Background: an optimization exercise with open tools, aiming at small area, a short achievable clock period and few clock cycles. Do not read the settings as production practice. At most, simulation tests tie the RTL to the original design; equivalence was not proved.

== run A ==
==> flow/design.v <==
module INV_IP (IN_P, IN_K, OUT_INV);
input  [5:0] IN_P;
input  [4:0] IN_K;
output [5:0] OUT_INV;
reg [4:0] idx;
always @(*) begin
    case (IN_P)
        6'd3: idx = 5'd0;
        6'd5: idx = 5'd1;
        6'd7: idx = 5'd2;
        6'd11: idx = 5'd3;
        6'd13: idx = 5'd4;
        6'd17: idx = 5'd5;
        6'd19: idx = 5'd6;
        6'd23: idx = 5'd7;
        6'd29: idx = 5'd8;
        6'd31: idx = 5'd9;
        6'd37: idx = 5'd10;
        6'd41: idx = 5'd11;
        6'd43: idx = 5'd12;
        6'd47: idx = 5'd13;
        6'd53: idx = 5'd14;
        6'd59: idx = 5'd15;
        6'd61: idx = 5'd16;
        default: idx = 5'd0;
    endcase
end
localparam [1023:0] T0 = 1024'h00000000000000000000000000000000000000000000000000000000000000000000000000000000000000000000000000000000000000000000000011d702cf1562652901655161007a6e5d0014dc8b00015be5000178b700007dbf00001059000007210000017b0000000d0000001300000015000000070000000100000001;
localparam [1023:0] T1 = 1024'h0000000000000000000000000000000000000000000000000000000000000000000000000000000000000000000000000000000000000000000000003e52917802a33970021e6a9a007720ac00055bc4000634ea0002f62400006f10000036860000051c000000e8000000360000003800000000000000040000000200000000;
localparam [1023:0] T2 = 1024'h00000000000000000000000000000000000000000000000000000000000000000000000000000000000000000000000000000000000000000000000037ab32401bd0079601b18ab80054ebf0001519aa0009b32a0000ccc4000070d200003114000000a4000000a60000006e0000002000000012000000020000000000000000;
localparam [1023:0] T3 = 1024'h00000000000000000000000000000000000000000000000000000000000000000000000000000000000000000000000000000000000000000000000038a04ac2182ed6340385cba0000fcc680001bc5600040ba200012d26000049cc00002b7a0000040e0000018a000000a0000000060000000c000000000000000000000000;
localparam [1023:0] T4 = 1024'h000000000000000000000000000000000000000000000000000000000000000000000000000000000000000000000000000000000000000000000000204031a417ca5a4a02121d62004000fe001390960008594000024d6a00002aa600000e08000003f000000010000000000000000000000000000000000000000000000000;
localparam [1023:0] T5 = 1024'h000000000000000000000000000000000000000000000000000000000000000000000000000000000000000000000000000000000000000000000000042d66fe0d99e47000ef04cc003a990000080708000220140000001000000000000000000000000000000000000000000000000000000000000000000000000000000000;
wire [9:0] sel = {idx, IN_K};
assign OUT_INV[0] = T0[sel];
assign OUT_INV[1] = T1[sel];
assign OUT_INV[2] = T2[sel];
assign OUT_INV[3] = T3[sel];
assign OUT_INV[4] = T4[sel];
assign OUT_INV[5] = T5[sel];
endmodule
module EC_TOP(
    clk, rst_n, in_valid,
    in_Px, in_Py, in_Qx, in_Qy, in_prime, in_a,
    out_valid, out_Rx, out_Ry
);
input clk, rst_n, in_valid;
input [6-1:0] in_Px, in_Py, in_Qx, in_Qy, in_prime, in_a;
output reg out_valid;
output reg [6-1:0] out_Rx, out_Ry;
reg v1, vd, v2, v3, v4;
wire dbl;
always @(posedge clk or negedge rst_n) begin
    if (!rst_n) begin
        v1 <= 1'b0; vd <= 1'b0; v2 <= 1'b0; v3 <= 1'b0; v4 <= 1'b0;
    end else begin
        v1 <= in_valid;
        vd <= v1 & dbl;
        v2 <= (v1 & ~dbl) | vd;
        v3 <= v2;
        v4 <= v3;
    end
end
reg [5:0] px, py, qx, qy, pr, aa;
always @(posedge clk) begin
    if (in_valid) begin
        px <= in_Px; py <= in_Py; qx <= in_Qx; pr <= in_prime; aa <= in_a;
    end
    qy <= in_Qy;
end
assign dbl = (px == qx) && (py == qy);
reg  [5:0] mm_a, mm_b;
reg  [7:0] mm_c;
reg  [11:0] mm_x;
reg  [8:0] mm_d1, mm_d2, mm_d3;
wire [7:0] p3 = {2'b00, pr} + {1'b0, pr, 1'b0};
integer k;
always @(*) begin
    mm_x = mm_a * mm_b + mm_c;
    for (k = 4; k >= 0; k = k - 2) begin
        mm_d1 = {1'b0, mm_x[k +: 8]} - {3'b000, pr};
        mm_d2 = {1'b0, mm_x[k +: 8]} - {2'b00, pr, 1'b0};
        mm_d3 = {1'b0, mm_x[k +: 8]} - {1'b0, p3};
        if (!mm_d3[8])      mm_x[k +: 8] = mm_d3[7:0];
        else if (!mm_d2[8]) mm_x[k +: 8] = mm_d2[7:0];
        else if (!mm_d1[8]) mm_x[k +: 8] = mm_d1[7:0];
    end
end
wire [5:0] mm_out = mm_x[5:0];
wire [6:0] ex   = dbl ? {py, 1'b0} : {1'b0, qx};
wire [6:0] ey   = dbl ? {1'b0, pr} : {1'b0, px};
wire [7:0] e;
wire [5:0] eneg_v, dflip;
RIPPLE #(8) u_e  (.a({1'b0, ex}), .b(~{1'b0, ey}), .ci(1'b1), .s(e));
RIPPLE #(6) u_en (.a(ey[5:0]), .b(~ex[5:0]), .ci(1'b1), .s(eneg_v));
wire       eneg = e[7];
wire [5:0] eabs = eneg ? eneg_v : e[5:0];
RIPPLE #(6) u_df (.a(pr), .b(~eabs), .ci(1'b1), .s(dflip));
wire [5:0] dodd = e[0] ? eabs : dflip;
wire       sg   = eneg ^ ~e[0];
wire [5:0] rinv;
INV_IP I_INV_IP (.IN_P(pr), .IN_K(dodd[5:1]), .OUT_INV(rinv));
reg [5:0] ra, rb;
reg       r_sg;
wire [5:0] mneg;                     
RIPPLE #(6) u_mn (.a(pr), .b(~mm_out), .ci(1'b1), .s(mneg));
wire [6:0] nsub;
wire [5:0] nadd;
RIPPLE #(7) u_ns (.a({1'b0, qy}), .b(~{1'b0, py}), .ci(1'b1), .s(nsub));
RIPPLE #(6) u_na (.a(nsub[5:0]), .b(nsub[6] ? pr : 6'd0), .ci(1'b0), .s(nadd));    
wire [7:0] c3, c4;
RIPPLE #(8) u_c3 (.a({1'b0, px, 1'b0}), .b({2'b00, qx}), .ci(1'b0), .s(c3));     
RIPPLE #(8) u_c4 (.a({2'b00, pr}), .b(~{2'b00, py}), .ci(1'b1), .s(c4));          
always @(*) begin
    mm_a = ra; mm_b = rb; mm_c = 8'd0;
    if (v1) begin
        mm_a = px; mm_b = px;
    end
    if (vd) begin
        mm_b = 6'd3; mm_c = {2'b00, aa};
    end
    if (v3) mm_c = c3;
    if (v4) mm_c = c4;
end
always @(posedge clk) begin
    if (v1) r_sg <= sg;
    if (v1) ra <= dbl ? mm_out : nadd;
    else if (vd) ra <= mm_out;
    else if (v2) ra <= r_sg ? mneg : mm_out;
    if (v1) rb <= rinv;
    else if (v2) rb <= r_sg ? mm_out : mneg;
    else if (v3) rb <= mm_out;
end
wire [6:0] rxs;
wire [5:0] rxv;
RIPPLE #(7) u_rs (.a({1'b0, px}), .b(~{1'b0, rb}), .ci(1'b1), .s(rxs));
RIPPLE #(6) u_rv (.a(rxs[5:0]), .b(rxs[6] ? pr : 6'd0), .ci(1'b0), .s(rxv));   
always @(posedge clk or negedge rst_n) begin
    if (!rst_n) begin
        out_valid <= 1'b0; out_Rx <= 6'd0; out_Ry <= 6'd0;
    end else begin
        out_valid <= v4;
        out_Rx <= v4 ? rxv : 6'd0;
        out_Ry <= v4 ? mm_out : 6'd0;
    end
end
endmodule
module RIPPLE #(parameter N = 6) (a, b, ci, s);
input  [N-1:0] a, b;
input          ci;
output [N-1:0] s;
wire   [N:0]   c;
assign c[0] = ci;
genvar i;
generate
    for (i = 0; i < N; i = i + 1) begin : g
        assign s[i]   = a[i] ^ b[i] ^ c[i];
        assign c[i+1] = (a[i] & b[i]) | (c[i] & (a[i] ^ b[i]));
    end
endgenerate
endmodule
==> flow/config.mk <==
export PLATFORM = sky130hd
export DESIGN_NAME = EC_TOP
export DESIGN_NICKNAME = EC_TOP
export VERILOG_FILES = /design/flow/design.v
export SDC_FILE = /design/flow/constraint.sdc
export NUM_CORES = 4
export LEC_CHECK = 0
export CAP_MARGIN = 20
export CORE_MARGIN = 2
export CORE_UTILIZATION = 40
export SLEW_MARGIN = 20
==> flow/constraint.sdc <==
create_clock -name core_clock -period 77.0 [get_ports {clk}]
set_input_delay 15.4000 -clock core_clock [delete_from_list [all_inputs] [get_ports {clk}]]
set_output_delay 15.4000 -clock core_clock [all_outputs]
set_load 0.01 [all_outputs]
run.sh (not shown) runs the stock make flow with config.mk's settings and CLKGATE_MAP_FILE= SYNTH_SCRIPT=/design/flow/synth_recipe.tcl, a recipe that flattens the netlist after the stock synthesis.
Run A: flow completed, timing, DRC and antenna clean
What run B does differently from run A at the input level:
-- flow/design.v --
<<< run A, line 3
input  [4:0] IN_K;
output [5:0] OUT_INV;
reg [4:0] idx;
always @(*) begin
    case (IN_P)
        6'd3: idx = 5'd0;
        6'd5: idx = 5'd1;
        6'd7: idx = 5'd2;
        6'd11: idx = 5'd3;
        6'd13: idx = 5'd4;
        6'd17: idx = 5'd5;
        6'd19: idx = 5'd6;
        6'd23: idx = 5'd7;
        6'd29: idx = 5'd8;
        6'd31: idx = 5'd9;
        6'd37: idx = 5'd10;
        6'd41: idx = 5'd11;
        6'd43: idx = 5'd12;
        6'd47: idx = 5'd13;
        6'd53: idx = 5'd14;
        6'd59: idx = 5'd15;
        6'd61: idx = 5'd16;
        default: idx = 5'd0;
    endcase
end
localparam [1023:0] T0 = 1024'h00000000000000000000000000000000000000000000000000000000000000000000000000000000000000000000000000000000000000000000000011d702cf1562652901655161007a6e5d0014dc8b00015be5000178b700007dbf00001059000007210000017b0000000d0000001300000015000000070000000100000001;
localparam [1023:0] T1 = 1024'h0000000000000000000000000000000000000000000000000000000000000000000000000000000000000000000000000000000000000000000000003e52917802a33970021e6a9a007720ac00055bc4000634ea0002f62400006f10000036860000051c000000e8000000360000003800000000000000040000000200000000;
localparam [1023:0] T2 = 1024'h00000000000000000000000000000000000000000000000000000000000000000000000000000000000000000000000000000000000000000000000037ab32401bd0079601b18ab80054ebf0001519aa0009b32a0000ccc4000070d200003114000000a4000000a60000006e0000002000000012000000020000000000000000;
localparam [1023:0] T3 = 1024'h00000000000000000000000000000000000000000000000000000000000000000000000000000000000000000000000000000000000000000000000038a04ac2182ed6340385cba0000fcc680001bc5600040ba200012d26000049cc00002b7a0000040e0000018a000000a0000000060000000c000000000000000000000000;
localparam [1023:0] T4 = 1024'h000000000000000000000000000000000000000000000000000000000000000000000000000000000000000000000000000000000000000000000000204031a417ca5a4a02121d62004000fe001390960008594000024d6a00002aa600000e08000003f000000010000000000000000000000000000000000000000000000000;
localparam [1023:0] T5 = 1024'h000000000000000000000000000000000000000000000000000000000000000000000000000000000000000000000000000000000000000000000000042d66fe0d99e47000ef04cc003a990000080708000220140000001000000000000000000000000000000000000000000000000000000000000000000000000000000000;
wire [9:0] sel = {idx, IN_K};
assign OUT_INV[0] = T0[sel];
assign OUT_INV[1] = T1[sel];
>>> run B, line 3
input  [4:0] IN_K;
output [5:0] OUT_INV;
localparam [319:0] PIDX = 320'h0020078000001c00000068000601600014000000481000000038000300a000080180001002000000;
wire [4:0] idx = PIDX[IN_P*5 +: 5];
wire [9:0] sel = {idx, IN_K};
localparam [1023:0] T0 = 1024'h75626529516551616e7a6e5ddc94dc8b5be15be578b578b7fdbffdbf50595059272127217b7b7b7b0d0d0d0d1313131355555555ffffffff5555555511d702cf75626529516551616e7a6e5ddc94dc8b5be15be578b578b7fdbffdbf50595059272127217b7b7b7b0d0d0d0d1313131355555555ffffffff55555555ffffffff;
localparam [1023:0] T1 = 1024'h22a339706a1e6a9a20f720ac5bc55bc434e634eaf626f6246f106f10b686b6861d1c1d1ce8e8e8e836363636b8b8b8b80000000044444444aaaaaaaabe52917822a339706a1e6a9a20f720ac5bc55bc434e634eaf626f6246f106f10b686b6861d1c1d1ce8e8e8e836363636b8b8b8b80000000044444444aaaaaaaa00000000;
localparam [1023:0] T2 = 1024'h1bd0079689b18ab8ebd4ebf019b519aab329b32accc4ccc4f0d2f0d231143114a0a4a0a4a6a6a6a66e6e6e6e2020202032323232aaaaaaaa0000000037ab32401bd0079689b18ab8ebd4ebf019b519aab329b32accc4ccc4f0d2f0d231143114a0a4a0a4a6a6a6a66e6e6e6e2020202032323232aaaaaaaa0000000000000000;
localparam [1023:0] T3 = 1024'hd82ed634cb85cba0cc0fcc68bc41bc560ba40ba22d252d26c9ccc9cc6b7a6b7a0c0e0c0e8b8a8b8aa0a0a0a046464646cccccccc000000000000000078a04ac2d82ed634cb85cba0cc0fcc68bc41bc560ba40ba22d252d26c9ccc9cc6b7a6b7a0c0e0c0e8b8a8b8aa0a0a0a046464646cccccccc000000000000000000000000;
localparam [1023:0] T4 = 1024'h57ca5a4a1e121d6200c000fe90939096594859404d6a4d6aaaa6aaa60e080e08f3f0f3f0101010100000000000000000000000000000000000000000204031a457ca5a4a1e121d6200c000fe90939096594859404d6a4d6aaaa6aaa60e080e08f3f0f3f010101010000000000000000000000000000000000000000000000000;
localparam [1023:0] T5 = 1024'hed99e47004ef04cc993a9900070807082012201400100010000000000000000000000000000000000000000000000000000000000000000000000000442d66feed99e47004ef04cc993a990007080708201220140010001000000000000000000000000000000000000000000000000000000000000000000000000000000000;
assign OUT_INV[0] = T0[sel];
assign OUT_INV[1] = T1[sel];
<<< run A, line 63
end
reg [5:0] px, py, qx, qy, pr, aa;
always @(posedge clk) begin
    if (in_valid) begin
        px <= in_Px; py <= in_Py; qx <= in_Qx; pr <= in_prime; aa <= in_a;
    end
>>> run B, line 42
end
reg [5:0] px, py, qx, qy, pr, aa;
wire busy = v1 | vd | v2 | v3 | v4;
always @(posedge clk) begin
    if (!busy) begin
        px <= in_Px; py <= in_Py; qx <= in_Qx; pr <= in_prime; aa <= in_a;
    end
Notes after the runs:
- Utilization ends up higher on run B.
- Run B vs. run A: final design instance area without fill lost 0.80%; path length in cells of the critical path went down 6.
- Global routing met3 resource utilization in run B is 1.5 points lower than in run A
- Run A has lower initial core utilization than run B.
Testbench counts of run B, summed over its fixed seeds: cycles 15,024.
The RTL of run A was laid out without a check of its function.

separate check: timing with driven ports:
No port has a modelled driver above. Below, the same layouts with a new extraction and two added sets of constraints. Step 1, drivers: a clkbuf_16 drives clk and a buf_2 each remaining input, both assumed. Step 2, shift: input delay + t, output delay - t, t = (earliest + latest rising clock arrival at the registers) / 2. This alone moves slack from input paths to output paths. a / b / c = no drivers / after step 1 / after step 2; a / b = the first two.
run	t (ns)	slack for setup (ns)	hold WS [ns]	worst setup path at the end	pins driven straight from the clock port
run A	0.404	59.993 / 60.005 / 59.601	0.471 / 0.471 / 0.471	input to register	1
run B	0.379	60.400 / 60.364 / 60.439	0.488 / 0.488 / 0.488	input, reset recovery	1
After both steps every run listed still meets setup and hold. The setup slack of run A, which loses most, moves by +0.012 ns with the drivers and by -0.392 ns with both steps. Setup slack includes reset recovery checks.
